Context: an optimization exercise on an open-source flow, tuned for a short achievable clock period. The choices shown serve that exercise and are no tape-out recipe. In this exercise RTL edits were held to simulation tests only and were not proved equivalent to the original. Power and IR drop assume default switching activity.

==> flow/config.mk <==
export PLATFORM = sky130hd
export DESIGN_NAME = CPU
export DESIGN_NICKNAME = CPU
export VERILOG_FILES = /design/flow/design.v
export SDC_FILE = /design/flow/constraint.sdc
export NUM_CORES = 8
export LEC_CHECK = 0
export ABC_CLOCK_PERIOD_IN_PS = 1000
export CAP_MARGIN = 20
export CORE_MARGIN = 2
export CORE_UTILIZATION = 50
export SLEW_MARGIN = 20
export SYNTH_HIERARCHICAL = 1
export SYNTH_MINIMUM_KEEP_SIZE = 0
export TNS_END_PERCENT = 100
==> flow/constraint.sdc <==
create_clock -name core_clock -period 9.0 [get_ports {clock}]
set_input_delay 1.8000 -clock core_clock [delete_from_list [all_inputs] [get_ports {clock}]]
set_output_delay 1.8000 -clock core_clock [all_outputs]
set_load 0.01 [all_outputs]
==> flow/design.v <==
module ExALU (a, b, cin, fADD, fAND, fOR, fXOR, res, sum31, log31, zero, resP4, resM4);
input	[31:0]	a, b;
input			cin, fADD, fAND, fOR, fXOR;
output	[31:0]	res;
output			sum31, log31;
output			zero;
output	[19:0]	resP4;
output	[31:0]	resM4;
function [31:0] add32;
	input [31:0] a, b;
	input cin;
	reg [31:0] g, p, gn, pn;
	integer i, d;
	begin
		g = a & b;
		p = a ^ b;
		g[0] = g[0] | (p[0] & cin);
		for (d = 1; d < 32; d = d * 2) begin
			gn = g;
			pn = p;
			for (i = d; i < 32; i = i + 1) begin
				gn[i] = g[i] | (p[i] & g[i-d]);
				pn[i] = p[i] & p[i-d];
			end
			g = gn;
			p = pn;
		end
		add32 = a ^ b ^ {g[30:0], cin};
	end
endfunction
function [19:0] add20;
	input [19:0] a, b;
	input cin;
	reg [19:0] g, p, gn, pn;
	integer i, d;
	begin
		g = a & b;
		p = a ^ b;
		g[0] = g[0] | (p[0] & cin);
		for (d = 1; d < 20; d = d * 2) begin
			gn = g;
			pn = p;
			for (i = d; i < 20; i = i + 1) begin
				gn[i] = g[i] | (p[i] & g[i-d]);
				pn[i] = p[i] & p[i-d];
			end
			g = gn;
			p = pn;
		end
		add20 = a ^ b ^ {g[18:0], cin};
	end
endfunction
function [19:0] inc4;
	input [19:0] x;
	integer i;
	begin
		inc4[1:0] = x[1:0];
		for (i = 2; i < 20; i = i + 1)
			inc4[i] = x[i] ^ (&(x[19:2] | ({18{1'b1}} << (i - 2))));
	end
endfunction
function [31:0] dec4;
	input [31:0] x;
	integer i;
	begin
		dec4[1:0] = x[1:0];
		for (i = 2; i < 32; i = i + 1)
			dec4[i] = x[i] ^ ~(|(x[31:2] & ~({30{1'b1}} << (i - 2))));
	end
endfunction
wire	[31:0]	sum;
KSADD #(.W(32), .L(5)) u_sum (.a(a), .b(b), .cin(cin), .s(sum));
wire	[31:0]	log = ({32{fAND}} & (a & b)) | ({32{fOR}} & (a | b)) | ({32{fXOR}} & (a ^ b));
assign res = fADD ? sum : log;
assign sum31 = sum[31];
assign log31 = log[31];
wire	[31:0]	t = a ^ b;
wire	[31:0]	k = {a[30:0] | b[30:0], cin};
wire	[31:0]	zb;
genvar gi;
generate for (gi = 0; gi < 32; gi = gi + 1) begin : GZ
	ZB u (.t(t[gi]), .k(k[gi]), .z(zb[gi]));
end endgenerate
assign zero = fADD ? &zb : ~|log;
wire	[19:0]	csS = a[19:0] ^ b[19:0] ^ 20'h4;
wire	[19:0]	csC = {(a[18:0] & b[18:0]) | {16'b0, a[2] | b[2], 2'b0}, cin};
wire	[19:0]	sumP4;
KSADD #(.W(20), .L(5)) u_sumP4 (.a(csS), .b(csC), .cin(1'b0), .s(sumP4));
assign resP4 = fADD ? sumP4 : inc4(log[19:0]);
wire	[31:0]	csSm = a ^ b ^ 32'hfffffffc;
wire	[31:0]	csCm = {a[30:2] | b[30:2], a[1:0] & b[1:0], cin};
wire	[31:0]	sumM4;
KSADD #(.W(32), .L(5)) u_sumM4 (.a(csSm), .b(csCm), .cin(1'b0), .s(sumM4));
assign resM4 = fADD ? sumM4 : dec4(log);
endmodule
module ZB (input t, input k, output z);
assign z = ~(t ^ k);
endmodule
module FPEarly (pD, pAb, pE, pLa, pHa, pLb, pHb, abs, own, da, db, pair, v);
input			pD, pAb, pE, pLa, pHa, pLb, pHb, abs;
input	[42:0]	own, da, db, pair;
output	[42:0]	v;
wire	[42:0]	absOpp = {abs ? 1'b0 : ~own[42], own[41:0]};
assign v = ({43{pD}} & own) | ({43{pAb}} & absOpp) | ({43{pE}} & pair) |
			({43{pLa}} & {da[42:32], 32'b0}) | ({43{pHa}} & {11'b0, da[31:0]}) |
			({43{pLb}} & {db[42:32], 32'b0}) | ({43{pHb}} & {11'b0, db[31:0]});
endmodule
module FPEarlyFlags (pD, pAb, pE, pLa, pHa, pLb, pHb, abs, own, da, db, pair, z, n);
input			pD, pAb, pE, pLa, pHa, pLb, pHb, abs;
input	[42:0]	own, da, db, pair;
output			z, n;
assign z = ~((pD | pAb) & |own[41:0]) & ~(pE & |pair[41:0]) &
			~(pLa & |da[41:32]) & ~(pHa & |da[31:0]) & ~(pLb & |db[41:32]) & ~(pHb & |db[31:0]);
assign n = (pD & own[42]) | (pAb & ~abs & ~own[42]) | (pE & pair[42]) | (pLa & da[42]) | (pLb & db[42]);
endmodule
module MemPath (d, p4, m4, z32, z10);
input	[31:0]	d;
output	[19:0]	p4;
output	[31:0]	m4;
output			z32, z10;
function [31:0] add32;
	input [31:0] a, b;
	input cin;
	reg [31:0] g, p, gn, pn;
	integer i, d;
	begin
		g = a & b;
		p = a ^ b;
		g[0] = g[0] | (p[0] & cin);
		for (d = 1; d < 32; d = d * 2) begin
			gn = g;
			pn = p;
			for (i = d; i < 32; i = i + 1) begin
				gn[i] = g[i] | (p[i] & g[i-d]);
				pn[i] = p[i] & p[i-d];
			end
			g = gn;
			p = pn;
		end
		add32 = a ^ b ^ {g[30:0], cin};
	end
endfunction
function [19:0] add20;
	input [19:0] a, b;
	input cin;
	reg [19:0] g, p, gn, pn;
	integer i, d;
	begin
		g = a & b;
		p = a ^ b;
		g[0] = g[0] | (p[0] & cin);
		for (d = 1; d < 20; d = d * 2) begin
			gn = g;
			pn = p;
			for (i = d; i < 20; i = i + 1) begin
				gn[i] = g[i] | (p[i] & g[i-d]);
				pn[i] = p[i] & p[i-d];
			end
			g = gn;
			p = pn;
		end
		add20 = a ^ b ^ {g[18:0], cin};
	end
endfunction
function [19:0] inc4;
	input [19:0] x;
	integer i;
	begin
		inc4[1:0] = x[1:0];
		for (i = 2; i < 20; i = i + 1)
			inc4[i] = x[i] ^ (&(x[19:2] | ({18{1'b1}} << (i - 2))));
	end
endfunction
function [31:0] dec4;
	input [31:0] x;
	integer i;
	begin
		dec4[1:0] = x[1:0];
		for (i = 2; i < 32; i = i + 1)
			dec4[i] = x[i] ^ ~(|(x[31:2] & ~({30{1'b1}} << (i - 2))));
	end
endfunction
assign p4 = inc4(d[19:0]);
assign m4 = dec4(d);
assign z32 = ~|d;
assign z10 = ~|d[9:0];
endmodule
module GPC (input gh, input ph, input gl, input pl, output g, output p);
assign g = gh | (ph & gl);
assign p = ph & pl;
endmodule
module GC (input gh, input ph, input gl, output g);
assign g = gh | (ph & gl);
endmodule
module KSADD #(parameter W = 32, parameter L = 5) (input [W-1:0] a, input [W-1:0] b, input cin, output [W-1:0] s);
wire [W-1:0] g0 = a & b;
wire [W-1:0] p0 = a ^ b;
wire [W*(L+1)-1:0] G, P;
assign G[W-1:0] = {g0[W-1:1], g0[0] | (p0[0] & cin)};
assign P[W-1:0] = p0;
genvar l, i;
generate for (l = 0; l < L; l = l + 1) begin : LV
	for (i = 0; i < W; i = i + 1) begin : B
		if (i >= (1 << l)) begin : N
			GPC u (.gh(G[W*l+i]), .ph(P[W*l+i]), .gl(G[W*l+i-(1<<l)]), .pl(P[W*l+i-(1<<l)]),
				.g(G[W*(l+1)+i]), .p(P[W*(l+1)+i]));
		end else begin : T
			assign G[W*(l+1)+i] = G[W*l+i];
			assign P[W*(l+1)+i] = P[W*l+i];
		end
	end
end endgenerate
assign s = p0 ^ {G[W*L+W-2:W*L], cin};
endmodule
module MUX2 (input s, input a, input b, output y);
assign y = s ? a : b;
endmodule
module BranchPC (
	input			discard,
	input			kUnc, kJZ, kJNZ, kJNEG, kJPOS,	 
	input			bI, bF1, bF2,					 
	input			sMA,							 
	input			zEarly, nEarly,					 
	input			zE1, nE1, zE2, nE2,				 
	input			cz32, cz10, czA,				 
	input			fADD, log31,					 
	input			aluZ, sum31,					 
	input			z32, d31, z10, d10,				 
	input			kLDPC,							 
	input	[19:0]	ldTgt,							 
	input	[19:0]	NPC1, PC4,						 
	output	[19:0]	NextPC,
	output			NPCSel
	);
function taken;
	input zero, neg;
	begin
		taken = ~discard & (kUnc | (kJZ & zero) | (kJNZ & ~zero) | (kJNEG & neg) | (kJPOS & ~zero & ~neg));
	end
endfunction
wire	Ze = (bI & (sMA | zEarly)) | (bF1 & zE1) | (bF2 & zE2);
wire	Ne = (bI & ~sMA & nEarly) | (bF1 & nE1) | (bF2 & nE2);
wire	cE = ~czA & ~cz32 & ~cz10;
wire	zero = (czA & aluZ) | (cz32 & Ze & z32) | (cz10 & Ze & z10) | (cE & Ze);
wire	neg = (czA & (fADD ? sum31 : log31)) | (cz32 & (Ne | (bI & d31))) | (cz10 & d10) | (cE & Ne);
wire	t00 = taken(1'b0, 1'b0), t01 = taken(1'b0, 1'b1), t10 = taken(1'b1, 1'b0), t11 = taken(1'b1, 1'b1);
wire	[20:0]	c00 = {t00, t00 ? NPC1 : PC4}, c01 = {t01, t01 ? NPC1 : PC4};
wire	[20:0]	c10 = {t10, t10 ? NPC1 : PC4}, c11 = {t11, t11 ? NPC1 : PC4};
wire	[20:0]	xL = {1'b1, ldTgt};
wire			sL = ~discard & kLDPC;
wire	[20:0]	x0, x1, x, y;
genvar i;
generate for (i = 0; i < 21; i = i + 1) begin : G
	MUX2 n0 (.s(neg), .a(c01[i]), .b(c00[i]), .y(x0[i]));
	MUX2 n1 (.s(neg), .a(c11[i]), .b(c10[i]), .y(x1[i]));
	MUX2 z (.s(zero), .a(x1[i]), .b(x0[i]), .y(x[i]));
	MUX2 l (.s(sL), .a(xL[i]), .b(x[i]), .y(y[i]));
end endgenerate
assign NextPC = y[19:0];
assign NPCSel = y[20];
endmodule
module EarlyVals (sEa, sEaM4, sAndM4, sTrns, sAddr, ea, eaX, eb, trns, addr, v, vP4, vM4);
input			sEa, sEaM4, sAndM4, sTrns, sAddr;
input	[31:0]	ea, eaX, eb, trns;
input	[19:0]	addr;
output	[31:0]	v, vM4;
output	[19:0]	vP4;
function [31:0] add32;
	input [31:0] a, b;
	input cin;
	reg [31:0] g, p, gn, pn;
	integer i, d;
	begin
		g = a & b;
		p = a ^ b;
		g[0] = g[0] | (p[0] & cin);
		for (d = 1; d < 32; d = d * 2) begin
			gn = g;
			pn = p;
			for (i = d; i < 32; i = i + 1) begin
				gn[i] = g[i] | (p[i] & g[i-d]);
				pn[i] = p[i] & p[i-d];
			end
			g = gn;
			p = pn;
		end
		add32 = a ^ b ^ {g[30:0], cin};
	end
endfunction
function [19:0] add20;
	input [19:0] a, b;
	input cin;
	reg [19:0] g, p, gn, pn;
	integer i, d;
	begin
		g = a & b;
		p = a ^ b;
		g[0] = g[0] | (p[0] & cin);
		for (d = 1; d < 20; d = d * 2) begin
			gn = g;
			pn = p;
			for (i = d; i < 20; i = i + 1) begin
				gn[i] = g[i] | (p[i] & g[i-d]);
				pn[i] = p[i] & p[i-d];
			end
			g = gn;
			p = pn;
		end
		add20 = a ^ b ^ {g[18:0], cin};
	end
endfunction
function [19:0] inc4;
	input [19:0] x;
	integer i;
	begin
		inc4[1:0] = x[1:0];
		for (i = 2; i < 20; i = i + 1)
			inc4[i] = x[i] ^ (&(x[19:2] | ({18{1'b1}} << (i - 2))));
	end
endfunction
function [31:0] dec4;
	input [31:0] x;
	integer i;
	begin
		dec4[1:0] = x[1:0];
		for (i = 2; i < 32; i = i + 1)
			dec4[i] = x[i] ^ ~(|(x[31:2] & ~({30{1'b1}} << (i - 2))));
	end
endfunction
wire	[31:0]	andM4 = eaX & eb;
wire	[31:0]	addr32 = {12'b0, addr};
wire	[31:0]	eaM4 = dec4(ea);
wire	[31:0]	eaM8 = {ea[31:3] - 29'd1, ea[2:0]};
assign v = ({32{sEa}} & ea) | ({32{sEaM4}} & eaM4) | ({32{sAndM4}} & andM4) |
			({32{sTrns}} & trns) | ({32{sAddr}} & addr32);
assign vP4 = ({20{sEa}} & inc4(ea[19:0])) | ({20{sEaM4}} & ea[19:0]) |
			({20{sAndM4}} & inc4(andM4[19:0])) | ({20{sTrns}} & inc4(trns[19:0])) |
			({20{sAddr}} & inc4(addr));
assign vM4 = ({32{sEa}} & eaM4) | ({32{sEaM4}} & eaM8) | ({32{sAndM4}} & dec4(andM4)) |
			({32{sTrns}} & dec4(trns)) | ({32{sAddr}} & dec4(addr32));
endmodule
module EarlyFlags (sEa, sEaM4, sAndM4, sTrns, sAddr, ea, eaX, eb, trns, addr, zLui, nLui, z, n);
input			sEa, sEaM4, sAndM4, sTrns, sAddr;
input	[31:0]	ea, eaX, eb, trns;
input	[19:0]	addr;
input			zLui, nLui;
output			z, n;
wire	[31:0]	andM4 = eaX & eb;
assign z = (sEa & zLui) | (sEaM4 & (ea == 32'd4)) | (sAndM4 & ~|andM4) |
			(sTrns & ~|trns) | (sAddr & ~|addr);
assign n = (sEa & nLui) | (sEaM4 & (ea[31] ^ ~|ea[30:2])) | (sAndM4 & andM4[31]) | (sTrns & trns[31]);
endmodule
module CPU(clock, nReset, iMemOut, dMemOut, iAddr, dAddr, dWr, dMemIn);
input						clock;
input						nReset;
input	[31:0]				iMemOut;
input	[31:0]				dMemOut;
output	[19:0]				iAddr;
output	[19:0]				dAddr;
output						dWr;
output	[31:0]				dMemIn;
genvar gi;
localparam PDW = 63;
function [PDW-1:0] predecode;
	input [31:0] x;
	reg [5:0] op;
	reg isFP, iPUSH, iPOP, iCALL;
	reg [3:0] fop1, fop2;
	reg fstk1, fstk2, ms1, ms2, tr1, tr2, send1, send2, rr1;
	reg [3:0] rna, rnb, frna1, frna2;
	begin
		op = x[31:26];
		isFP = op[5] & op[4];
		iPUSH = op == 6'd18;
		iPOP = op == 6'd19;
		iCALL = op == 6'd12;
		fop1 = x[29:26];
		fop2 = x[14:11];
		send1 = x[17];
		send2 = x[2];
		tr1 = fop1 == 4'd1;
		tr2 = fop2 == 4'd1;
		fstk1 = fop1 == 4'd12;
		fstk2 = fop2 == 4'd12;
		ms1 = (fop1 == 4'd11) | fstk1;
		ms2 = (fop2 == 4'd11) | fstk2;
		rr1 = (tr1 & ~send1) | ms1;
		if (isFP)
			rna = rr1 ? (fstk1 ? 4'd14 : x[21:18]) : (fstk2 ? 4'd14 : x[6:3]);
		else
			rna = (iPUSH | iPOP) ? 4'd14 : x[21:18];
		rnb = isFP ? (rna | 4'b0001) : x[17:14];
		frna1 = ms1 ? x[25:22] : x[21:18];
		frna2 = ms2 ? x[10:7] : x[6:3];
		predecode = {
			frna2, frna1, rnb, rna,								 
			isFP,												 
			op == 6'd1, op == 6'd2, op == 6'd3, op == 6'd4,		 
			op == 6'd5, op == 6'd6, op == 6'd7, op == 6'd8,		 
			op == 6'd9, op == 6'd10, op == 6'd11, iCALL,			 
			op == 6'd13, op == 6'd14, op == 6'd15, op == 6'd16,	 
			op == 6'd17, iPUSH, iPOP,								 
			tr1, fop1 == 4'd2, fop1 == 4'd8, (fop1 == 4'd8) | (fop1 == 4'd9),
			fop1 == 4'd10, ms1, fstk1, fop1 == 4'd0, send1, x[16], tr1 | ms1,
			tr2, fop2 == 4'd2, fop2 == 4'd8, (fop2 == 4'd8) | (fop2 == 4'd9),
			fop2 == 4'd10, ms2, fstk2, fop2 == 4'd0, send2, x[1], tr2 | ms2,
			x[3:0] == 4'd4, x[3:0] == 4'd3, x[3:0] == 4'd2, x[3:0] == 4'd1, x[3:0] == 4'd0
		};
	end
endfunction
reg		[19:0]	PC;
reg		[31:0]	IR;
reg		[PDW-1:0] PD;
reg		[19:0]	IDPC;
reg		[19:0]	brTgt;			 
reg				discard;
reg		[15:0]	selA, selB, selF1, selF2;
reg				mEa1, mEa2, mWa1, mWa2, mEb1, mEb2, mWb1, mWb2;
reg				mF1E1, mF1E2, mF1W1, mF1W2, mF2E1, mF2E2, mF2W1, mF2W2;
reg		[31:0]	ea;				 
reg		[31:0]	eaX;			 
reg		[31:0]	ebx;			 
reg				eADD, eAND, eOR, eXOR, eCIN;
reg				sMem, sAlu, sAndM4, sEa, sEaM4, sTrns, sAddr;
reg		[3:0]	ewn1, ewn2;
reg				ewreg1, ewreg2;
reg				ewmem;
reg		[19:0]	eDatRAMAddr;
reg		[31:0]	eDMemIn;
reg				eiPOP_iFPOP;
reg		[42:0]	eFP_d1a, eFP_d2a;
reg		[3:0]	eFP_Wn_CH1, eFP_Wn_CH2;
reg				eFP_WReg_CH1, eFP_WReg_CH2;
reg				pD1, pAb1, pL1a, pH1a, pL1b, pH1b, pE1;
reg				pD2, pAb2, pL2a, pH2a, pL2b, pH2b, pE2;
reg				eAbs_CH1, eAbs_CH2;
reg		[42:0]	eTrns;			 
reg				eZLui, eNLui;	 
reg				bI, bF1, bF2, bz32, bz10, bzA, bz31;
reg		[31:0]	wd1, wd2;
reg		[31:0]	wd1M4, wd2M4;	 
reg		[31:0]	R14m4;			 
reg		[3:0]	wwn1, wwn2;
reg				wwe1, wwe2;
reg		[42:0]	wfd1, wfd2;
reg		[3:0]	wfwn1, wfwn2;
reg				wfwe1, wfwe2;
assign iAddr = PC;
assign dAddr = eDatRAMAddr;
assign dWr = ewmem;
assign dMemIn = eDMemIn;
wire	[511:0]	Rflat;
reg		[15:0]	Rv;
wire	[687:0]	Fflat;
reg		[15:0]	Fv;
wire	[15:0]	w1hit, w2hit, fw1hit, fw2hit;
wire	[15:0]	RvNext = Rv | w1hit | w2hit;
wire	[15:0]	FvNext = Fv | fw1hit | fw2hit;
generate for (gi = 0; gi < 16; gi = gi + 1) begin : GREG
	reg [31:0] r;
	reg [42:0] f;
	assign Rflat[gi*32 +: 32] = r;
	assign Fflat[gi*43 +: 43] = f;
	assign w1hit[gi] = wwe1 & (wwn1 == gi);
	assign w2hit[gi] = wwe2 & (wwn2 == gi);
	assign fw1hit[gi] = wfwe1 & (wfwn1 == gi);
	assign fw2hit[gi] = wfwe2 & (wfwn2 == gi);
	always @(posedge clock)
		if (w1hit[gi])
			r <= wd1;
		else if (w2hit[gi])
			r <= wd2;
	always @(posedge clock)
		if (fw1hit[gi])
			f <= wfd1;
		else if (fw2hit[gi])
			f <= wfd2;
end endgenerate
always @(posedge clock or negedge nReset)
	if (!nReset) begin
		Rv <= 16'b0;
		Fv <= 16'b0;
	end else begin
		Rv <= RvNext;
		Fv <= FvNext;
	end
function [31:0] rd32;
	input [511:0] flat;
	input [15:0] sel;
	integer j;
	begin
		rd32 = 32'b0;
		for (j = 0; j < 16; j = j + 1)
			rd32 = rd32 | ({32{sel[j]}} & flat[j*32 +: 32]);
	end
endfunction
function [42:0] rd43;
	input [687:0] flat;
	input [15:0] sel;
	integer j;
	begin
		rd43 = 43'b0;
		for (j = 0; j < 16; j = j + 1)
			rd43 = rd43 | ({43{sel[j]}} & flat[j*43 +: 43]);
	end
endfunction
function [15:0] onehot4;
	input [3:0] n;
	integer j;
	begin
		for (j = 0; j < 16; j = j + 1)
			onehot4[j] = (n == j);
	end
endfunction
function [31:0] add32;
	input [31:0] a, b;
	input cin;
	reg [31:0] g, p, gn, pn;
	integer i, d;
	begin
		g = a & b;
		p = a ^ b;
		g[0] = g[0] | (p[0] & cin);
		for (d = 1; d < 32; d = d * 2) begin
			gn = g;
			pn = p;
			for (i = d; i < 32; i = i + 1) begin
				gn[i] = g[i] | (p[i] & g[i-d]);
				pn[i] = p[i] & p[i-d];
			end
			g = gn;
			p = pn;
		end
		add32 = a ^ b ^ {g[30:0], cin};
	end
endfunction
function [19:0] add20;
	input [19:0] a, b;
	input cin;
	reg [19:0] g, p, gn, pn;
	integer i, d;
	begin
		g = a & b;
		p = a ^ b;
		g[0] = g[0] | (p[0] & cin);
		for (d = 1; d < 20; d = d * 2) begin
			gn = g;
			pn = p;
			for (i = d; i < 20; i = i + 1) begin
				gn[i] = g[i] | (p[i] & g[i-d]);
				pn[i] = p[i] & p[i-d];
			end
			g = gn;
			p = pn;
		end
		add20 = a ^ b ^ {g[18:0], cin};
	end
endfunction
function [19:0] inc4;
	input [19:0] x;
	integer i;
	begin
		inc4[1:0] = x[1:0];
		for (i = 2; i < 20; i = i + 1)
			inc4[i] = x[i] ^ (&(x[19:2] | ({18{1'b1}} << (i - 2))));
	end
endfunction
function [31:0] dec4;
	input [31:0] x;
	integer i;
	begin
		dec4[1:0] = x[1:0];
		for (i = 2; i < 32; i = i + 1)
			dec4[i] = x[i] ^ ~(|(x[31:2] & ~({30{1'b1}} << (i - 2))));
	end
endfunction
wire	[31:0]	aluRes, aluResM4;
wire	[19:0]	aluResP4;
wire			aluZero, aluSum31, aluLog31;
ExALU i_ExALU(.a(ea), .b(ebx), .cin(eCIN), .fADD(eADD), .fAND(eAND), .fOR(eOR), .fXOR(eXOR),
	.res(aluRes), .sum31(aluSum31), .log31(aluLog31), .zero(aluZero), .resP4(aluResP4), .resM4(aluResM4));
wire	[31:0]	TrnsHigh = {21'b0, eTrns[42:32]};
wire	[31:0]	early1, early1M4;
wire	[19:0]	early1P4;
wire			zEarly, nEarly;
EarlyVals i_EarlyVals(.sEa(sEa), .sEaM4(sEaM4), .sAndM4(sAndM4), .sTrns(sTrns), .sAddr(sAddr),
	.ea(ea), .eaX(eaX), .eb(ebx), .trns(eTrns[31:0]), .addr(eDatRAMAddr),
	.v(early1), .vP4(early1P4), .vM4(early1M4));
EarlyFlags i_EarlyFlags(.sEa(sEa), .sEaM4(sEaM4), .sAndM4(sAndM4), .sTrns(sTrns), .sAddr(sAddr),
	.ea(ea), .eaX(eaX), .eb(ebx), .trns(eTrns[31:0]), .addr(eDatRAMAddr), .zLui(eZLui), .nLui(eNLui),
	.z(zEarly), .n(nEarly));
wire	[19:0]	memP4;
wire	[31:0]	memM4;
wire			memZero32, memZero10;
MemPath i_MemPath(.d(dMemOut), .p4(memP4), .m4(memM4), .z32(memZero32), .z10(memZero10));
wire	[31:0]	ed1 = sMem ? dMemOut : (sAlu ? aluRes : early1);
wire	[19:0]	ed1P4 = sMem ? memP4 : (sAlu ? aluResP4 : early1P4);
wire	[31:0]	ed1M4 = sMem ? memM4 : (sAlu ? aluResM4 : early1M4);
wire	[31:0]	ed2 = eiPOP_iFPOP ? dMemOut : TrnsHigh;
wire	[31:0]	ed2M4 = eiPOP_iFPOP ? memM4 : dec4(TrnsHigh);
wire	[19:0]	ed2P4 = eiPOP_iFPOP ? memP4 : inc4(TrnsHigh[19:0]);
wire			INT_Zero = sMem ? memZero32 : (sAlu ? aluZero : zEarly);
wire			INT_Neg = ed1[31];
wire	[42:0]	pairE = {ebx[10:0], ea[31:0]};
wire	[42:0]	fpE1, fpE2;
wire			zE1, nE1, zE2, nE2;
FPEarly i_FPEarly1(.pD(pD1), .pAb(pAb1), .pE(pE1), .pLa(pL1a), .pHa(pH1a), .pLb(pL1b), .pHb(pH1b),
	.abs(eAbs_CH1), .own(eFP_d1a), .da(eFP_d1a), .db(eFP_d2a), .pair(pairE), .v(fpE1));
FPEarly i_FPEarly2(.pD(pD2), .pAb(pAb2), .pE(pE2), .pLa(pL2a), .pHa(pH2a), .pLb(pL2b), .pHb(pH2b),
	.abs(eAbs_CH2), .own(eFP_d2a), .da(eFP_d1a), .db(eFP_d2a), .pair(pairE), .v(fpE2));
FPEarlyFlags i_FPEarlyFlags1(.pD(pD1), .pAb(pAb1), .pE(pE1), .pLa(pL1a), .pHa(pH1a), .pLb(pL1b), .pHb(pH1b),
	.abs(eAbs_CH1), .own(eFP_d1a), .da(eFP_d1a), .db(eFP_d2a), .pair(pairE), .z(zE1), .n(nE1));
FPEarlyFlags i_FPEarlyFlags2(.pD(pD2), .pAb(pAb2), .pE(pE2), .pLa(pL2a), .pHa(pH2a), .pLb(pL2b), .pHb(pH2b),
	.abs(eAbs_CH2), .own(eFP_d2a), .da(eFP_d1a), .db(eFP_d2a), .pair(pairE), .z(zE2), .n(nE2));
wire			pL1 = pL1a | pL1b, pH1 = pH1a | pH1b;
wire			pL2 = pL2a | pL2b, pH2 = pH2a | pH2b;
wire	[42:0]	eFP_ed1 = fpE1 | ({43{pL1}} & {11'b0, dMemOut}) | ({43{pH1}} & {dMemOut[10:0], 32'b0});
wire	[42:0]	eFP_ed2 = fpE2 | ({43{pL2}} & {11'b0, dMemOut}) | ({43{pH2}} & {dMemOut[10:0], 32'b0});
wire			FP_Zero_CH1 = ~|fpE1[41:0] & (~pL1 | memZero32) & (~pH1 | memZero10);
wire			FP_Zero_CH2 = ~|fpE2[41:0] & (~pL2 | memZero32) & (~pH2 | memZero10);
wire			FP_Neg_CH1 = fpE1[42] | (pH1 & dMemOut[10]);
wire			FP_Neg_CH2 = fpE2[42] | (pH2 & dMemOut[10]);
wire	[3:0]	rna = PD[50:47];
wire	[3:0]	rnb = PD[54:51];
wire			isFP = PD[46];
wire			iALU = PD[45], iJMP = PD[44], iJZ = PD[43], iJNZ = PD[42];
wire			iJNEG = PD[41], iJPOS = PD[40], iADDI = PD[39], iSUBI = PD[38];
wire			iANDI = PD[37], iORI = PD[36], iXORI = PD[35], iCALL = PD[34];
wire			iLDPC = PD[33], iST = PD[32], iLD = PD[31], iLUI = PD[30];
wire			iSVFL = PD[29], iPUSH = PD[28], iPOP = PD[27];
wire			tr1 = PD[26], mv1 = PD[25], abs1 = PD[24], ao1 = PD[23], svfl1 = PD[22];
wire			ms1 = PD[21], fstk1 = PD[20], nop1 = PD[19], send1 = PD[18], lws1 = PD[17], funTrns1 = PD[16];
wire			tr2 = PD[15], mv2 = PD[14], abs2 = PD[13], ao2 = PD[12], svfl2 = PD[11];
wire			ms2 = PD[10], fstk2 = PD[9], nop2 = PD[8], send2 = PD[7], lws2 = PD[6], funTrns2 = PD[5];
wire			rf4 = PD[4], rf3 = PD[3], rf2 = PD[2], rf1 = PD[1], rf0 = PD[0];
wire	[3:0]	fw1 = IR[25:22], fw2 = IR[10:7];
wire			fdisc = discard | ~isFP;
wire			act1 = ~fdisc & ~nop1, act2 = ~fdisc & ~nop2;
wire			FP_WReg_CH1 = act1 & (mv1 | ao1 | ~send1);
wire			FP_WReg_CH2 = act2 & (mv2 | ao2 | ~send2);
wire			oAbs1 = act1 & ao1, oAbs2 = act2 & ao2;				 
wire			oTrns1 = act1 & ~send1 & funTrns1, oTrns2 = act2 & ~send2 & funTrns2;	 
wire			inTrns1 = act1 & send1 & funTrns1;					 
wire	[3:0]	INT_Wn_CH1 = fstk1 ? 4'd14 : fw1, INT_Wn_CH2 = fstk2 ? 4'd14 : fw2;
wire			WMem_CH1 = ms1 & send1 & ~fdisc, WMem_CH2 = ms2 & send2 & ~fdisc;
wire			INT_WRegN_CH1 = (tr1 & send1) | svfl1 | fstk1;		 
wire			INT_WRegN_CH2 = (tr2 & send2) | svfl2 | fstk2;
wire			INT_WReg_CH1 = INT_WRegN_CH1 & ~fdisc;
wire			INT_WReg_CH2 = INT_WRegN_CH2 & ~fdisc;
wire			FP_LowWordSel = ms1 ? lws1 : lws2;
wire			iTRNS2INT = (tr1 & INT_WReg_CH1) | (tr2 & INT_WReg_CH2);
wire			iFPUSH = isFP & ((fstk1 & WMem_CH1) | (fstk2 & WMem_CH2));
wire			iFPOP = isFP & ((fstk1 & FP_WReg_CH1) | (fstk2 & FP_WReg_CH2));
wire			iPUSH_iPOP = iPUSH | iPOP | (isFP & (fstk1 | fstk2));
wire			iPOP_iFPOP = iPOP | iFPOP;
wire			pushAny = iPUSH | iFPUSH;
wire	[3:0]	INT_Wn = iCALL ? 4'd15 : (iPUSH_iPOP ? 4'd14 : IR[25:22]);
wire	[3:0]	FP_Wn1 = INT_WRegN_CH1 ? INT_Wn_CH1 : INT_Wn_CH2;
wire	[3:0]	wn1 = isFP ? FP_Wn1 : INT_Wn;
wire	[3:0]	wn2 = iPOP ? IR[25:22] : (wn1 | 4'b0001);
wire	[31:0]	qa = rd32(Rflat, selA);
wire	[31:0]	qb = rd32(Rflat, selB);
wire	[31:0]	fqaEarly = mWa1 ? wd1 : (mWa2 ? wd2 : qa);
wire	[31:0]	fqbEarly = mWb1 ? wd1 : (mWb2 ? wd2 : qb);
wire	[31:0]	fqa = mEa1 ? ed1 : (mEa2 ? ed2 : fqaEarly);
wire	[31:0]	fqb = mEb1 ? ed1 : (mEb2 ? ed2 : fqbEarly);
wire	[31:0]	fqaM4 = mEa1 ? ed1M4 : (mEa2 ? ed2M4 : (mWa1 ? wd1M4 : (mWa2 ? wd2M4 :
					(Rv[14] ? R14m4 : 32'hfffffffc))));
wire	[19:0]	fqaP4 = mEa1 ? ed1P4 : (mEa2 ? ed2P4 : inc4(fqaEarly[19:0]));
wire	[42:0]	FP_q1a = rd43(Fflat, selF1);
wire	[42:0]	FP_q2a = rd43(Fflat, selF2);
wire	[42:0]	fq1Early = mF1W1 ? wfd1 : (mF1W2 ? wfd2 : FP_q1a);
wire	[42:0]	fq2Early = mF2W1 ? wfd1 : (mF2W2 ? wfd2 : FP_q2a);
wire	[42:0]	FP_d1a = mF1E1 ? eFP_ed1 : (mF1E2 ? eFP_ed2 : fq1Early);
wire	[42:0]	FP_d2a = mF2E1 ? eFP_ed1 : (mF2E2 ? eFP_ed2 : fq2Early);
wire			INT_Pos = ~INT_Neg & ~INT_Zero;
wire			FP_Pos_CH1 = ~FP_Neg_CH1 & ~FP_Zero_CH1;
wire			FP_Pos_CH2 = ~FP_Neg_CH2 & ~FP_Zero_CH2;
wire			NPCSel;
wire	[19:0]	PC4 = inc4(PC);
wire	[19:0]	NextPC;
BranchPC i_BranchPC(
	.discard(discard),
	.kUnc(iJMP | iCALL), .kJZ(iJZ), .kJNZ(iJNZ), .kJNEG(iJNEG), .kJPOS(iJPOS),
	.bI(bI), .bF1(bF1), .bF2(bF2), .sMA(sMem | sAlu),
	.zEarly(zEarly), .nEarly(nEarly),
	.zE1(zE1), .nE1(nE1), .zE2(zE2), .nE2(nE2),
	.cz32(bz32), .cz10(bz10), .czA(bzA),
	.kLDPC(iLDPC), .ldTgt(fqa[19:0]),
	.fADD(eADD), .log31(aluLog31),
	.aluZ(aluZero), .sum31(aluSum31),
	.z32(memZero32), .d31(dMemOut[31]), .z10(memZero10), .d10(dMemOut[10]),
	.NPC1(brTgt), .PC4(PC4),
	.NextPC(NextPC), .NPCSel(NPCSel)
	);
wire			wregFP = INT_WReg_CH1 | INT_WReg_CH2;
wire			wreg1 = ~discard & (iALU | iADDI | iSUBI | iANDI | iORI | iXORI | iCALL | iLD | iLUI | iSVFL |
							iPOP | (isFP & wregFP) | pushAny | iPOP_iFPOP);
wire			wreg2 = ~discard & (iPOP | (isFP & iTRNS2INT & ~svfl1 & ~svfl2));
wire			wmem = ~discard & (iST | (isFP & (WMem_CH1 | WMem_CH2)) | pushAny);
wire			wra = iCALL | iLUI | iSVFL | (isFP & (svfl1 | svfl2)) | pushAny;
wire			fADD = (iALU & rf3) | iADDI;
wire			fSUB = (iALU & rf4) | iSUBI;
wire			fAND = (iALU & rf0) | iANDI | ~(iALU | iADDI | iSUBI | iANDI | iORI | iXORI);
wire			fOR  = (iALU & rf1) | iORI;
wire			fXOR = (iALU & rf2) | iXORI;
wire	[31:0]	seimm = {{14{IR[17]}}, IR[17:0]};
wire	[31:0]	zeimm = {14'b0, IR[17:0]};
wire	[31:0]	db = (iADDI | iSUBI) ? seimm : ((iANDI | iORI | iXORI) ? zeimm : fqb);
wire	[31:0]	da = iCALL ? ({12'b0, IDPC} + 32'd4) :
				 iLUI ? {IR[15:0], 16'b0} :
				 iSVFL ? {29'b0, INT_Zero, INT_Pos, INT_Neg} :
				 (isFP & ~pushAny & svfl1) ? {29'b0, FP_Zero_CH1, FP_Pos_CH1, FP_Neg_CH1} :
				 (isFP & ~pushAny & svfl2) ? {29'b0, FP_Zero_CH2, FP_Pos_CH2, FP_Neg_CH2} :
				 fqa;			 
wire	[3:0]	srcVec = {iLD, wra, iTRNS2INT, iPOP_iFPOP};
wire			nsMem  = srcVec == 4'b1000;
wire			nsEaAny = srcVec == 4'b0100;
wire			nsTrns = srcVec == 4'b0010;
wire			nsAddr = srcVec == 4'b0001;
wire			nsAluAny = ~(nsMem | nsEaAny | nsTrns | nsAddr);
wire			nD1 = mv1, nD2 = mv2;
wire			nAb1 = ~mv1 & oAbs1, nAb2 = ~mv2 & oAbs2;
wire			nT1 = ~mv1 & ~oAbs1 & oTrns1, nT2 = ~mv2 & ~oAbs2 & oTrns2;
wire			nT1a = nT1 & ms1, nT1b = nT1 & ~ms1 & ms2, nT1e = nT1 & ~ms1 & ~ms2;
wire			nT2a = nT2 & ms1, nT2b = nT2 & ~ms1 & ms2, nT2e = nT2 & ~ms1 & ~ms2;
wire			useP = iPOP_iFPOP | (isFP & ~FP_LowWordSel & ~iFPUSH);
wire			useA = ~useP & (iST | iLD | pushAny | isFP);
wire	[19:0]	DatRAMAddr = useP ? fqaP4 : (useA ? fqa[19:0] : 20'b0);
wire	[42:0]	TrnsInD = inTrns1 ? FP_d1a : FP_d2a;
wire	[31:0]	DMemInD = isFP ? (FP_LowWordSel ? TrnsInD[31:0] : {21'b0, TrnsInD[42:32]}) : fqb;
wire	[PDW-1:0] pdN = predecode(iMemOut);
wire	[19:0]	immTgtN = {iMemOut[17:0], 2'b00};
wire	[19:0]	relTgtN;
KSADD #(.W(20), .L(5)) u_relTgt (.a(PC), .b(immTgtN), .cin(1'b0), .s(relTgtN));
wire	[19:0]	brTgtN = ((iMemOut[31:26] == 6'd2) | (iMemOut[31:26] == 6'd12)) ? immTgtN : relTgtN;
wire	[3:0]	rnaN = pdN[50:47], rnbN = pdN[54:51], frna1N = pdN[58:55], frna2N = pdN[62:59];
wire	[1:0]	fsN = iMemOut[21:20];
wire			fsF1N = fsN == 2'b01, fsF2N = fsN == 2'b10, fsIN = ~fsF1N & ~fsF2N;
wire			nsAlu = nsAluAny & ~pushAny;
wire			nL1 = (nT1a | nT1b) & FP_LowWordSel, nH1 = (nT1a | nT1b) & ~FP_LowWordSel;
wire			nL2 = (nT2a | nT2b) & FP_LowWordSel, nH2 = (nT2a | nT2b) & ~FP_LowWordSel;
always @(posedge clock or negedge nReset)
	if (!nReset) begin
		PC <= 20'b0;
		IR <= 32'b0;
		PD <= predecode(32'b0);
		IDPC <= 20'b0;
		brTgt <= 20'b0;
		discard <= 1'b1;
		selA <= 16'b0;
		selB <= 16'b0;
		selF1 <= 16'b0;
		selF2 <= 16'b0;
		mEa1 <= 1'b0; mEa2 <= 1'b0; mWa1 <= 1'b0; mWa2 <= 1'b0;
		mEb1 <= 1'b0; mEb2 <= 1'b0; mWb1 <= 1'b0; mWb2 <= 1'b0;
		mF1E1 <= 1'b0; mF1E2 <= 1'b0; mF1W1 <= 1'b0; mF1W2 <= 1'b0;
		mF2E1 <= 1'b0; mF2E2 <= 1'b0; mF2W1 <= 1'b0; mF2W2 <= 1'b0;
		ewreg1 <= 1'b0;
		ewreg2 <= 1'b0;
		ewmem <= 1'b0;
		eFP_WReg_CH1 <= 1'b0;
		eFP_WReg_CH2 <= 1'b0;
		wwe1 <= 1'b0;
		wwe2 <= 1'b0;
		wfwe1 <= 1'b0;
		wfwe2 <= 1'b0;
	end else begin
		PC <= NextPC;
		IR <= iMemOut;
		PD <= pdN;
		IDPC <= PC;
		brTgt <= brTgtN;
		discard <= NPCSel;
		selA <= onehot4(rnaN) & RvNext;
		selB <= onehot4(rnbN) & RvNext;
		selF1 <= onehot4(frna1N) & FvNext;
		selF2 <= onehot4(frna2N) & FvNext;
		mEa1 <= wreg1 & (wn1 == rnaN);
		mEa2 <= wreg2 & (wn2 == rnaN);
		mWa1 <= ewreg1 & (ewn1 == rnaN);
		mWa2 <= ewreg2 & (ewn2 == rnaN);
		mEb1 <= wreg1 & (wn1 == rnbN);
		mEb2 <= wreg2 & (wn2 == rnbN);
		mWb1 <= ewreg1 & (ewn1 == rnbN);
		mWb2 <= ewreg2 & (ewn2 == rnbN);
		mF1E1 <= FP_WReg_CH1 & (fw1 == frna1N);
		mF1E2 <= FP_WReg_CH2 & (fw2 == frna1N);
		mF1W1 <= eFP_WReg_CH1 & (eFP_Wn_CH1 == frna1N);
		mF1W2 <= eFP_WReg_CH2 & (eFP_Wn_CH2 == frna1N);
		mF2E1 <= FP_WReg_CH1 & (fw1 == frna2N);
		mF2E2 <= FP_WReg_CH2 & (fw2 == frna2N);
		mF2W1 <= eFP_WReg_CH1 & (eFP_Wn_CH1 == frna2N);
		mF2W2 <= eFP_WReg_CH2 & (eFP_Wn_CH2 == frna2N);
		ewreg1 <= wreg1;
		ewreg2 <= wreg2;
		ewmem <= wmem;
		eFP_WReg_CH1 <= FP_WReg_CH1;
		eFP_WReg_CH2 <= FP_WReg_CH2;
		wwe1 <= ewreg1;
		wwe2 <= ewreg2;
		wfwe1 <= eFP_WReg_CH1;
		wfwe2 <= eFP_WReg_CH2;
	end
always @(posedge clock) begin
	ea <= da;
	eaX <= fqaM4;
	ebx <= fSUB ? ~db : db;
	eADD <= fADD | fSUB;
	eCIN <= fSUB;
	eAND <= fAND;
	eOR <= fOR;
	eXOR <= fXOR;
	sMem <= nsMem;
	sAlu <= nsAlu;
	sAndM4 <= nsAluAny & pushAny;
	sEa <= nsEaAny & ~pushAny;
	sEaM4 <= nsEaAny & pushAny;
	sTrns <= nsTrns;
	sAddr <= nsAddr;
	ewn1 <= wn1;
	ewn2 <= wn2;
	eDatRAMAddr <= DatRAMAddr;
	eDMemIn <= DMemInD;
	eiPOP_iFPOP <= iPOP_iFPOP;
	eFP_d1a <= FP_d1a;
	eFP_d2a <= FP_d2a;
	eFP_Wn_CH1 <= fw1;
	eFP_Wn_CH2 <= fw2;
	pD1 <= nD1;  pAb1 <= nAb1;
	pL1a <= nT1a & FP_LowWordSel;  pH1a <= nT1a & ~FP_LowWordSel;
	pL1b <= nT1b & FP_LowWordSel;  pH1b <= nT1b & ~FP_LowWordSel;
	pE1 <= nT1e;
	pD2 <= nD2;  pAb2 <= nAb2;
	pL2a <= nT2a & FP_LowWordSel;  pH2a <= nT2a & ~FP_LowWordSel;
	pL2b <= nT2b & FP_LowWordSel;  pH2b <= nT2b & ~FP_LowWordSel;
	pE2 <= nT2e;
	eAbs_CH1 <= abs1;
	eAbs_CH2 <= abs2;
	eTrns <= TrnsInD;
	eZLui <= iLUI & ~|IR[15:0];
	eNLui <= iLUI & IR[15];
	bI <= fsIN;
	bF1 <= fsF1N;
	bF2 <= fsF2N;
	bz32 <= (fsIN & nsMem) | (fsF1N & nL1) | (fsF2N & nL2);
	bz10 <= (fsF1N & nH1) | (fsF2N & nH2);
	bzA <= fsIN & nsAlu;
	bz31 <= fsIN & nsMem;
	wd1 <= ed1;
	wd2 <= ed2;
	wd1M4 <= ed1M4;
	wd2M4 <= ed2M4;
	if (w1hit[14])
		R14m4 <= wd1M4;
	else if (w2hit[14])
		R14m4 <= wd2M4;
	wwn1 <= ewn1;
	wwn2 <= ewn2;
	wfd1 <= eFP_ed1;
	wfd2 <= eFP_ed2;
	wfwn1 <= eFP_Wn_CH1;
	wfwn2 <= eFP_Wn_CH2;
end
endmodule
==> flow/flow/run.sh <==
#!/bin/bash
# The standard layout (the standard.sh: its synthesis script, floorplan,
# power grid, placement, CTS and routing steps) with these settings changed:
#  - resizing may change a cell's footprint (drive strength);
#  - port buffers are buf_4 cells rather than the library's default pick;
#  - slow cells with three or four series transistors in the pull-up
#    (or3/or4/nor3/nor4 and a2111o/o2111a kinds) are added to the don't-use
#    list, for mapping and for repair.
# The constraints (constraint.sdc, the design's clock period) are unchanged.
set -euo pipefail
DONT_USE="sky130_fd_sc_hd__probe_p_8 sky130_fd_sc_hd__probec_p_8 sky130_fd_sc_hd__lpflow_bleeder_1 sky130_fd_sc_hd__lpflow_clkbufkapwr_1 sky130_fd_sc_hd__lpflow_clkbufkapwr_16 sky130_fd_sc_hd__lpflow_clkbufkapwr_2 sky130_fd_sc_hd__lpflow_clkbufkapwr_4 sky130_fd_sc_hd__lpflow_clkbufkapwr_8 sky130_fd_sc_hd__lpflow_clkinvkapwr_1 sky130_fd_sc_hd__lpflow_clkinvkapwr_16 sky130_fd_sc_hd__lpflow_clkinvkapwr_2 sky130_fd_sc_hd__lpflow_clkinvkapwr_4 sky130_fd_sc_hd__lpflow_clkinvkapwr_8 sky130_fd_sc_hd__lpflow_decapkapwr_12 sky130_fd_sc_hd__lpflow_decapkapwr_3 sky130_fd_sc_hd__lpflow_decapkapwr_4 sky130_fd_sc_hd__lpflow_decapkapwr_6 sky130_fd_sc_hd__lpflow_decapkapwr_8 sky130_fd_sc_hd__lpflow_inputiso0n_1 sky130_fd_sc_hd__lpflow_inputiso0p_1 sky130_fd_sc_hd__lpflow_inputiso1n_1 sky130_fd_sc_hd__lpflow_inputiso1p_1 sky130_fd_sc_hd__lpflow_inputisolatch_1 sky130_fd_sc_hd__lpflow_isobufsrc_1 sky130_fd_sc_hd__lpflow_isobufsrc_16 sky130_fd_sc_hd__lpflow_isobufsrc_2 sky130_fd_sc_hd__lpflow_isobufsrc_4 sky130_fd_sc_hd__lpflow_isobufsrc_8 sky130_fd_sc_hd__lpflow_isobufsrckapwr_16 sky130_fd_sc_hd__lpflow_lsbuf_lh_hl_isowell_tap_1 sky130_fd_sc_hd__lpflow_lsbuf_lh_hl_isowell_tap_2 sky130_fd_sc_hd__lpflow_lsbuf_lh_hl_isowell_tap_4 sky130_fd_sc_hd__lpflow_lsbuf_lh_isowell_4 sky130_fd_sc_hd__lpflow_lsbuf_lh_isowell_tap_1 sky130_fd_sc_hd__lpflow_lsbuf_lh_isowell_tap_2 sky130_fd_sc_hd__lpflow_lsbuf_lh_isowell_tap_4 sky130_fd_sc_hd__or3_1 sky130_fd_sc_hd__or3_2 sky130_fd_sc_hd__or3_4 sky130_fd_sc_hd__or3b_1 sky130_fd_sc_hd__or3b_2 sky130_fd_sc_hd__or3b_4 sky130_fd_sc_hd__or4_1 sky130_fd_sc_hd__or4_2 sky130_fd_sc_hd__or4_4 sky130_fd_sc_hd__or4b_1 sky130_fd_sc_hd__or4b_2 sky130_fd_sc_hd__or4b_4 sky130_fd_sc_hd__or4bb_1 sky130_fd_sc_hd__or4bb_2 sky130_fd_sc_hd__or4bb_4 sky130_fd_sc_hd__nor3_1 sky130_fd_sc_hd__nor3_2 sky130_fd_sc_hd__nor3_4 sky130_fd_sc_hd__nor3b_1 sky130_fd_sc_hd__nor3b_2 sky130_fd_sc_hd__nor3b_4 sky130_fd_sc_hd__nor4_1 sky130_fd_sc_hd__nor4_2 sky130_fd_sc_hd__nor4_4 sky130_fd_sc_hd__nor4b_1 sky130_fd_sc_hd__nor4b_2 sky130_fd_sc_hd__nor4b_4 sky130_fd_sc_hd__nor4bb_1 sky130_fd_sc_hd__nor4bb_2 sky130_fd_sc_hd__nor4bb_4 sky130_fd_sc_hd__a2111o_1 sky130_fd_sc_hd__a2111o_2 sky130_fd_sc_hd__a2111o_4 sky130_fd_sc_hd__a2111oi_0 sky130_fd_sc_hd__a2111oi_1 sky130_fd_sc_hd__a2111oi_2 sky130_fd_sc_hd__a2111oi_4 sky130_fd_sc_hd__o2111a_1 sky130_fd_sc_hd__o2111a_2 sky130_fd_sc_hd__o2111a_4 sky130_fd_sc_hd__o2111ai_1 sky130_fd_sc_hd__o2111ai_2 sky130_fd_sc_hd__o2111ai_4"
bash standard.sh SETUP_SLACK_MARGIN=6.3 MATCH_CELL_FOOTPRINT=0 \
	"BUFFER_PORTS_ARGS=-buffer_cell sky130_fd_sc_hd__buf_4" \
	"DONT_USE_CELLS=$DONT_USE" finish > standard_flow.log 2>&1
==> flow/standard.sh <==
#!/bin/bash
# synth_recipe.tcl (not shown) runs the flow's synth.tcl, then flattens the netlist and writes it again
# the make line also repeats each setting of config.mk as NAME=value (left out here)
make -C /OpenROAD-flow-scripts/flow DESIGN_CONFIG=/design/flow/config.mk WORK_HOME=/design/flow/orfs CLKGATE_MAP_FILE= SYNTH_SCRIPT=/design/flow/synth_recipe.tcl "${@:-finish}"
==> run summary <==
==> power by group <==
part / internal (mW) / total, mW / switching [mW]
clock: 5.47 / 9.67 / 4.20
combinational: 7.97 / 18.4 / 10.4
sequential: 10.9 / 12.8 / 1.92
==> worst paths after layout <==
| path | slack, ns | endpoint | from |
|---|---|---|---|
| max | 5.07 | ea[18] | ea[6] |
| min | 0.34 | wfwn2[1] | eFP_Wn_CH2[1] |
| max reg2reg | 5.07 | ea[18] | ea[6] |
| min reg2reg | 0.34 | wfwn2[1] | eFP_Wn_CH2[1] |
| max in group asynchronous | 6.68 | PC[10] | nReset |
| min in group asynchronous | 0.92 | IR[7] | nReset |
==> per-layer routing <==
| metal | GRT usage, % | up-vias |
|---|---|---|
| li1 | - | 46400 |
| met1 | 60.9 | 57200 |
| met2 | 72.6 | 11600 |
| met5 | 0.0772 | - |
| met3 | 20.5 | 3772 |
| met4 | 46.1 | 34 |
==> placed cells by master, fill, tap and decap left out, types with 184 or more instances in the layout <==
cell and instances:
buf_6 295, a21o_1 371, nand4_1 366, o21ai_0 223, a222oi_1 196, inv_1 351, xnor2_1 203, edfxtp_1 1232
a22oi_1 1070, buf_4 675, dfxtp_1 435, nand2_1 675, and2_1 274, xor2_1 184, nor2_1 684, clkbuf_16 240
a21oi_1 363, mux2_2 1253
==> timing repair <==
action	CTS	global route
pin swaps	266	252
buffers inserted	536	178
cloned	23	3
hold buffers	0	0
setup endpoints to repair	1785	876
resized for setup	1689	433
==> layout make-up <==
| class | instances | area (sq um) |
|---|---|---|
| Fill cell | 20000 | 94000 |
| Tap cell | 3312 | 4140 |
| Sequential cell | 2039 | 55000 |
| Timing Repair Buffer | 1157 | 12000 |
| Inverter | 413 | 1630 |
| Timing Repair inverter | 1 | 5.00 |
| Antenna cell | 25 | 62.6 |
| Clock inverter | 87 | 1120 |
| Clock buffer | 334 | 6560 |
| Multi-Input combinational cell | 8538 | 71600 |
==> flip-flops by register name, indices dropped and copies added, names as in the netlist, 20 cells and up <==
signal and flops:
ea 32, wd1 32, wd2 32, GREG.f 688
eFP_d2a 43, eTrns 43, IR 20, eaX 32
wfd2 43, R14m4 32, ebx 32, PD 45
PC 20, GREG.r 512, wd1M4 32, eDatRAMAddr 20
wd2M4 32, brTgt 20, eFP_d1a 43, eDMemIn 32
wfd1 43, IDPC 20
==> metrics by stage <==
| stage | instance area (sq um) | util, % | instances | setup slack [ns] |
|---|---|---|---|---|
| after floorplan | 125000 | - | 12000 | 5.19 |
| after global placement | 129000 | 52.4 | 14700 | 3.93 |
| after detailed placement | 129000 | 52.4 | 14700 | 3.94 |
| after CTS | 148000 | 60.3 | 15700 | 5.18 |
| after global routing | 152000 | 61.8 | 15900 | 5.13 |
| final | 152000 | 61.8 | 15900 | 5.07 |
==> results.sh <==
export IMPL_vias=119000
export IMPL_clk_transition_reported_paths_ns=0.06
export IMPL_path_common_cell="buf_6"
export IMPL_dieArea_sq_um=252000
export IMPL_hold_violations=0
export IMPL_cp_data_arrival_time_ns=4.74
export IMPL_dp_hpwl_um=412000
export IMPL_holdPathStages=0
export IMPL_grt_pass1_wl_um=911000
export IMPL_clockBufferDepth=3
export IMPL_numPortBuffers=138
export IMPL_highest_layer="met5"
export IMPL_cts_tree="done"
export IMPL_crit_path_start_kind="flip-flop"
export IMPL_wire_per_inst_um=42.5
export IMPL_slowest_stage="dfxtp_4"
export IMPL_hp_class="reg -> reg"
export IMPL_syn_avg_cell_area_sq_um=10.4
export IMPL_grt_max_degree=110
export IMPL_status="finished clean"
export IMPL_fin_nets=12700
export IMPL_rows=182
export IMPL_dieWidth_um=502
export IMPL_drt_initial_drc_count=23300
export IMPL_initial_core_util_pct=50.3
export IMPL_drive_above_1_share_pct=33.9
export IMPL_routed_wl_um=676000
export IMPL_maxSlewViolCount=0
export IMPL_fmax_mhz=255
export IMPL_critical_path_top_delay_family="compound AO/OA/AOI/OAI gates"
export IMPL_whs_ns=0.343
export IMPL_final_setup_tns_ns=0
export IMPL_fin_crit_sh_pct=43.6
export IMPL_worst_path_max_fanout=7
export IMPL_netlist_area_sq_um=124000
export IMPL_m1WireLength_um=224000
export IMPL_worstMarginPinSlew_ns=1.31
export IMPL_cts_buffers=220
export IMPL_relSlewSlack_pct=12.9
export IMPL_reg2regPathDepth=19
export IMPL_final_setup_viol_count=0
export IMPL_ys_warn_count=11
export IMPL_core_area_sq_um=246000
export IMPL_cellPowerDensity_nw_per_um2=269
export IMPL_wl_met2_um=269000
export IMPL_cts_max_level=4
export IMPL_route_detailed_drc=0
export IMPL_drtPass1Iterations=14
export IMPL_io_pins=139
export IMPL_drv_cap=0
export IMPL_criticalPathCategory="reg -> reg"
export IMPL_totalPowerFinal_mw=40.9
export IMPL_critPathCaptureType="flip-flop"
export IMPL_critPathBufInv=5
export IMPL_overflow=0
export IMPL_vias_per_cell=7.48
export IMPL_skew_ns=0.133
export IMPL_globalplace_congestion=1.06
export IMPL_finalCriticalPeriod_ns=3.93
export IMPL_route_met3_wl_um=104000
export IMPL_cp_required_ns=9.81
export IMPL_antenna_found_initial=37
export IMPL_peakVddDrop_v=0.000239
export IMPL_critPathMaxStageDelay_ns=0.55
export IMPL_drtAntennaViolNets=0
export IMPL_die_height_um=502
export IMPL_crit_chain="ha_4 -> buf_4 -> buf_6 -> buf_6 -> buf_6 -> buf_6 -> and2_4 -> and2_4 -> a21o_1 -> a21o_1 -> a21o_1 -> xor2_2 -> mux2_4 -> mux2i_4 -> o21ai_4 -> o22ai_2 -> o21ba_4 -> nand3_2 -> a22oi_2"
export IMPL_grt_setup_unrepaired="yes"
export IMPL_cts_root_buf="clkbuf_16"
export IMPL_synthCells=12000
export IMPL_clk_latency_ns=0.99
export IMPL_critical_path_cell_count=19
export IMPL_p_leak_nw=60.1
export IMPL_syn2layout_area_growth_pct=22.8
export IMPL_grt_pass1_vias=113000
export IMPL_grtUsageTotal_pct=51.8
export IMPL_clock_sinks=2039

==> port drivers added, routing unchanged <==
In the flow no input, the clock included, has a driving cell. The finished layout below was timed again as built, in two steps. Step 1 (the two cells are an assumption about what drives the block):
set clk [get_ports {clock}]
set_driving_cell -lib_cell sky130_fd_sc_hd__clkbuf_16 $clk
set_driving_cell -lib_cell sky130_fd_sc_hd__buf_2 [delete_from_list [all_inputs] $clk]
Step 2 also shifts input and output timing later by t, the mid clock arrival at the registers, as if the neighbouring blocks saw the same clock. Slacks: ideal / step 1 / step 2; pairs: ideal / step 1.
shift t [ns]: 1.027
setup WS [ns]: 5.072 / 5.072 / 4.358
hold WS [ns]: 0.343 / 0.343 / 0.343
worst slew at a driven data input, ns: 0.11
pins driven straight from the clock port: 1
After both steps setup and hold are still met in this run. The setup slack of this run moves by 0.000 ns with the drivers and by -0.714 ns with both steps.
